Background: an optimization exercise with open tools, aiming at small area. Do not read the settings as production practice. Function was checked by simulation only, so behaviour that the tests miss may differ from the original.

==> inputs of wip/harbor <==
==> flow/design.v (excerpt) <==
module Piano(
	input clk,
	input reset,
	input sw1,
	input sw2,
	input sw3,
	input sw4,
	input sw5,
	input sw6,
	input sw7,
	input btn1,
	input btn2,
	input btn3,
	input btn4,
	output sound
	);
	reg [4:0] bin;
	wire tc2 = &bin[0:0];
	wire tc4 = &bin[1:0];
	wire tc8 = &bin[2:0];
	wire tc16 = &bin[3:0];
	wire tc32 = &bin[4:0];
	always @(posedge clk or posedge reset)
		if (reset) bin <= 5'd0; else bin <= {bin[4] ^ tc16, bin[3] ^ tc8, bin[2] ^ tc4, bin[1] ^ tc2, ~bin[0]};
	reg done;
	always @(posedge clk or posedge reset)
		if (reset) done <= 1'b0; else done <= done | tc16;
	reg [1:0] x3;
	wire tc3 = x3[0];   
	wire fb3 = ~(x3[1] ^ x3[0]);
	wire [15:0] init3 = 16'h0000;   
	wire in3 = done ? fb3 : init3[bin[3:0]];
	always @(posedge clk)
		x3 <= {x3[0:0], in3};
	reg [2:0] x5;
	wire tc5 = ~x5[0] & x5[1];   
	wire fb5 = ~(x5[2] ^ (x5[1] & ~tc5));
	wire [15:0] init5 = 16'h0000;   
	wire in5 = done ? fb5 : init5[bin[3:0]];
	always @(posedge clk)
		x5 <= {x5[1:0], in5};
	reg [2:0] x7;
	wire tc7 = ~x7[0] & ~x7[2];   
	wire fb7 = x7[2] ^ x7[1];
	wire [15:0] init7 = 16'hffff;   
	wire in7 = done ? fb7 : init7[bin[3:0]];
	always @(posedge clk)
		x7 <= {x7[1:0], in7};
	reg [3:0] x13;
	wire tc13 = ~x13[0] & x13[2] & ~x13[3];   
	wire fb13 = ~(x13[3] ^ (x13[0] & ~x13[1]));
	wire [15:0] init13 = 16'hffff;   
	wire in13 = done ? fb13 : init13[bin[3:0]];
	always @(posedge clk)
		x13 <= {x13[2:0], in13};
	reg [8:0] x331;
	wire tc331 = x331[0] & ~x331[1] & ~x331[2] & ~x331[3] & ~x331[4] & ~x331[5] & x331[6] & ~x331[7];   
	wire fb331 = x331[8] ^ (x331[1] | tc331);
  ...
export LEC_CHECK = 0
export CAP_MARGIN = 20
export CORE_MARGIN = 2
export CORE_UTILIZATION = 55
export CTS_BUF_LIST = sky130_fd_sc_hd__clkbuf_4 sky130_fd_sc_hd__clkbuf_8
export CTS_CLUSTER_DIAMETER = 50
export CTS_CLUSTER_SIZE = 16
export SLEW_MARGIN = 20
create_clock -name core_clock -period 6.0 [get_ports {clk}]
standard.sh (not shown) runs the stock make flow with config.mk's settings and CLKGATE_MAP_FILE= SYNTH_SCRIPT=/design/flow/synth_recipe.tcl, a recipe that flattens the netlist after the stock synthesis.
==> flow/flow/run.sh <==
#!/bin/bash
# Own flow: the standard layout (standard.sh, unchanged synthesis), with two CTS and
# port-buffer options that ORFS only takes from the environment:
#  - clock tree from clkbuf_4/clkbuf_8 with sink clusters of 16 within 50 um, and no dummy
#    loads (cells CTS adds only to balance the tree's load)
#  - port buffers of the smallest buffer, buf_1
# Each tool's output goes to standard.log here; ORFS's own logs stay under orfs/logs.
set -euo pipefail
export CTS_ARGS="-sink_clustering_enable -repair_clock_nets -sink_clustering_size 14 -sink_clustering_max_diameter 45 -buf_list {sky130_fd_sc_hd__clkbuf_4 sky130_fd_sc_hd__clkbuf_8} -dont_use_dummy_load"
export BUFFER_PORTS_ARGS="-buffer_cell sky130_fd_sc_hd__buf_1"
bash standard.sh > standard.log 2>&1
==> wip/nickel: changes against wip/harbor <==
--- a/flow/design.v
+++ b/flow/design.v
@@ -291,23 +291,13 @@
 	reg wDS6;  
 	always @(posedge clk)
 		wDS6 <= done & (wDS6 ^ (tc20081));
 	wire [6:0] sw = {sw7, sw6, sw5, sw4, sw3, sw2, sw1};
 	wire [3:0] btn = {btn4, btn3, btn2, btn1};
-	wire [6:0] sw_a, sw_m;
-	assign sw_a[0] = sw[0]; assign sw_m[0] = 1'b0;
-	genvar gi;
-	generate for (gi = 1; gi < 7; gi = gi + 1) begin : sw_scan
-		assign sw_a[gi] = sw_a[gi-1] | sw[gi];
-		assign sw_m[gi] = sw_m[gi-1] | (sw_a[gi-1] & sw[gi]);
-	end endgenerate
-	wire sw_one = sw_a[6] & ~sw_m[6];
-	wire btn_one = (btn == 4'b0001) | (btn == 4'b0010) | (btn == 4'b0100) | (btn == 4'b1000);
+	wire sw_one = ~(|(sw[6:1] & sw[5:0]) | (sw[0] & |sw[6:2]) | (sw[1] & |sw[6:3]) | (sw[2] & |sw[6:4]) | (sw[3] & |sw[6:5]) | (sw[4] & sw[6]));
+	wire btn_one = ~((btn[0] & (btn[1] | btn[2] | btn[3])) | (btn[1] & (btn[2] | btn[3])) | (btn[2] & btn[3]));
 	assign sound = done & sw_one & btn_one & (
-		(sw1 & ((btn1 & wC4) | (btn2 & wCS4) | (btn3 & wD4) | (btn4 & wDS4))) |
-		(sw2 & ((btn1 & wE4) | (btn2 & wF4) | (btn3 & wFS4) | (btn4 & wG4))) |
-		(sw3 & ((btn1 & wGS4) | (btn2 & wA4) | (btn3 & wAS4) | (btn4 & wB4))) |
-		(sw4 & ((btn1 & wC5) | (btn2 & wCS5) | (btn3 & wD5) | (btn4 & wDS5))) |
-		(sw5 & ((btn1 & wE5) | (btn2 & wF5) | (btn3 & wFS5) | (btn4 & wG5))) |
-		(sw6 & ((btn1 & wGS5) | (btn2 & wA5) | (btn3 & wAS5) | (btn4 & wB5))) |
-		(sw7 & ((btn1 & wC6) | (btn2 & wCS6) | (btn3 & wD6) | (btn4 & wDS6))));
+		(btn1 & ((sw1 & wC4) | (sw2 & wE4) | (sw3 & wGS4) | (sw4 & wC5) | (sw5 & wE5) | (sw6 & wGS5) | (sw7 & wC6))) |
+		(btn2 & ((sw1 & wCS4) | (sw2 & wF4) | (sw3 & wA4) | (sw4 & wCS5) | (sw5 & wF5) | (sw6 & wA5) | (sw7 & wCS6))) |
+		(btn3 & ((sw1 & wD4) | (sw2 & wFS4) | (sw3 & wAS4) | (sw4 & wD5) | (sw5 & wFS5) | (sw6 & wAS5) | (sw7 & wD6))) |
+		(btn4 & ((sw1 & wDS4) | (sw2 & wG4) | (sw3 & wB4) | (sw4 & wDS5) | (sw5 & wG5) | (sw6 & wB5) | (sw7 & wDS6))));
 endmodule
==> flow/flow/run.sh (replaced) <==
#!/bin/bash
# Own flow: the standard layout (standard.sh, unchanged synthesis), with two CTS and
# port-buffer options that ORFS only takes from the environment:
#  - clock tree from clkbuf_4/clkbuf_8 with sink clusters of 16 within 50 um, and no dummy
#    loads (cells CTS adds only to balance the tree's load)
#  - port buffers of the smallest buffer, buf_1
# Each tool's output goes to standard.log here; ORFS's own logs stay under orfs/logs.
set -euo pipefail
export CTS_ARGS="-sink_clustering_enable -repair_clock_nets -sink_clustering_size 12 -sink_clustering_max_diameter 38 -buf_list {sky130_fd_sc_hd__clkbuf_2 sky130_fd_sc_hd__clkbuf_4} -dont_use_dummy_load"
export BUFFER_PORTS_ARGS="-buffer_cell sky130_fd_sc_hd__buf_1"
bash standard.sh > standard.log 2>&1
==> flow_summary_export.csv <==
group,metric,value,unit
run_status,status,"no timing/DRC/antenna violations",
power_and_ir_drop,powerSeq,0.00232,W
floorplan,fp.dieW,135,microns
routing,m1WireLength,7830,microns
logic_synthesis,avgSynthCellArea,13.1,sq um
place,dp_slack,2.27,ns
logic_synthesis,synth.net_count,738,
finish,multi_input_area_share,22.9,%
routing,routedWlPerCell,15.9,microns
hold_path,min-delay-start,"x4223[4]",
worst_setup_path,arrival,2.55,ns
power_and_ir_drop,switching_power,0.000659,W
global_routing,antenna_found_initial,1,
logic_synthesis,netlist_top_cells_count,"343 x dfxtp_1, 55 x nor2_1, 34 x xor2_1",
global_routing,grt_usage,18.0,%
logic_synthesis,muxShareOfSynthArea,0.440,%
routing,dr_wl_met2,6710,microns
routing,drt-initial-drc-count,241,
That was wip/nickel.
==> flow_summary_export.csv <==
group,metric,value,unit
hold_path,min-delay-start,"x3163[6]",
global_routing,grt_max_degree,39,
power_and_ir_drop,switching_power,0.000673,W
finish,dominant_cells,"flip-flops and latches",
worst_setup_path,arrival,2.57,ns
place,dp_slack,2.24,ns
power_and_ir_drop,powerSeq,0.00231,W
routing,m1WireLength,7840,microns
global_routing,grt_usage,17.6,%
routing,drt-initial-drc-count,183,
logic_synthesis,muxShareOfSynthArea,0.436,%
place,postPlaceCellArea,0.00974,sq mm
logic_synthesis,netlist_top_cells_count,"343 x dfxtp_1, 56 x nor2_1, 38 x nand2_1",
run_status,status,"no timing/DRC/antenna violations",
logic_synthesis,synth.net_count,754,
floorplan,fp.dieW,135,microns
finish,area_growth_syn_to_layout,7.40,%
routing,routedWlPerCell,15.8,microns
logic_synthesis,avgSynthCellArea,12.9,sq um
finish,multi_input_area_share,23.0,%
That was wip/harbor.

-- what the ideal ports hide --
How much do the figures lean on ideal ports? The routed layouts below were timed once more, with nothing changed but the port constraints. Step 1, drivers: a clkbuf_16 drives clk and a buf_2 each remaining input, both assumed. Step 2 times the ports against the registers' clock, not the clock port: input delays grow and output delays shrink by t, the midpoint of the rising clock arrivals with the driver on. Three values: ideal ports, drivers, drivers and shift; two values: the first two.
run | t (ns) | slack for setup (ns) | hold WS [ns] | cell pins on the clock port's net
wip/harbor | 0.603 | 2.226 / 2.161 / 2.161 | 0.313 / 0.313 / 0.313 | 1
wip/nickel | 0.639 | 2.255 / 2.233 / 2.233 | 0.305 / 0.305 / 0.305 | 1
After both steps setup and hold are still met in every run listed. For wip/harbor, which loses most, drivers alone change the setup slack by -0.065 ns; drivers and shift together by -0.065 ns.
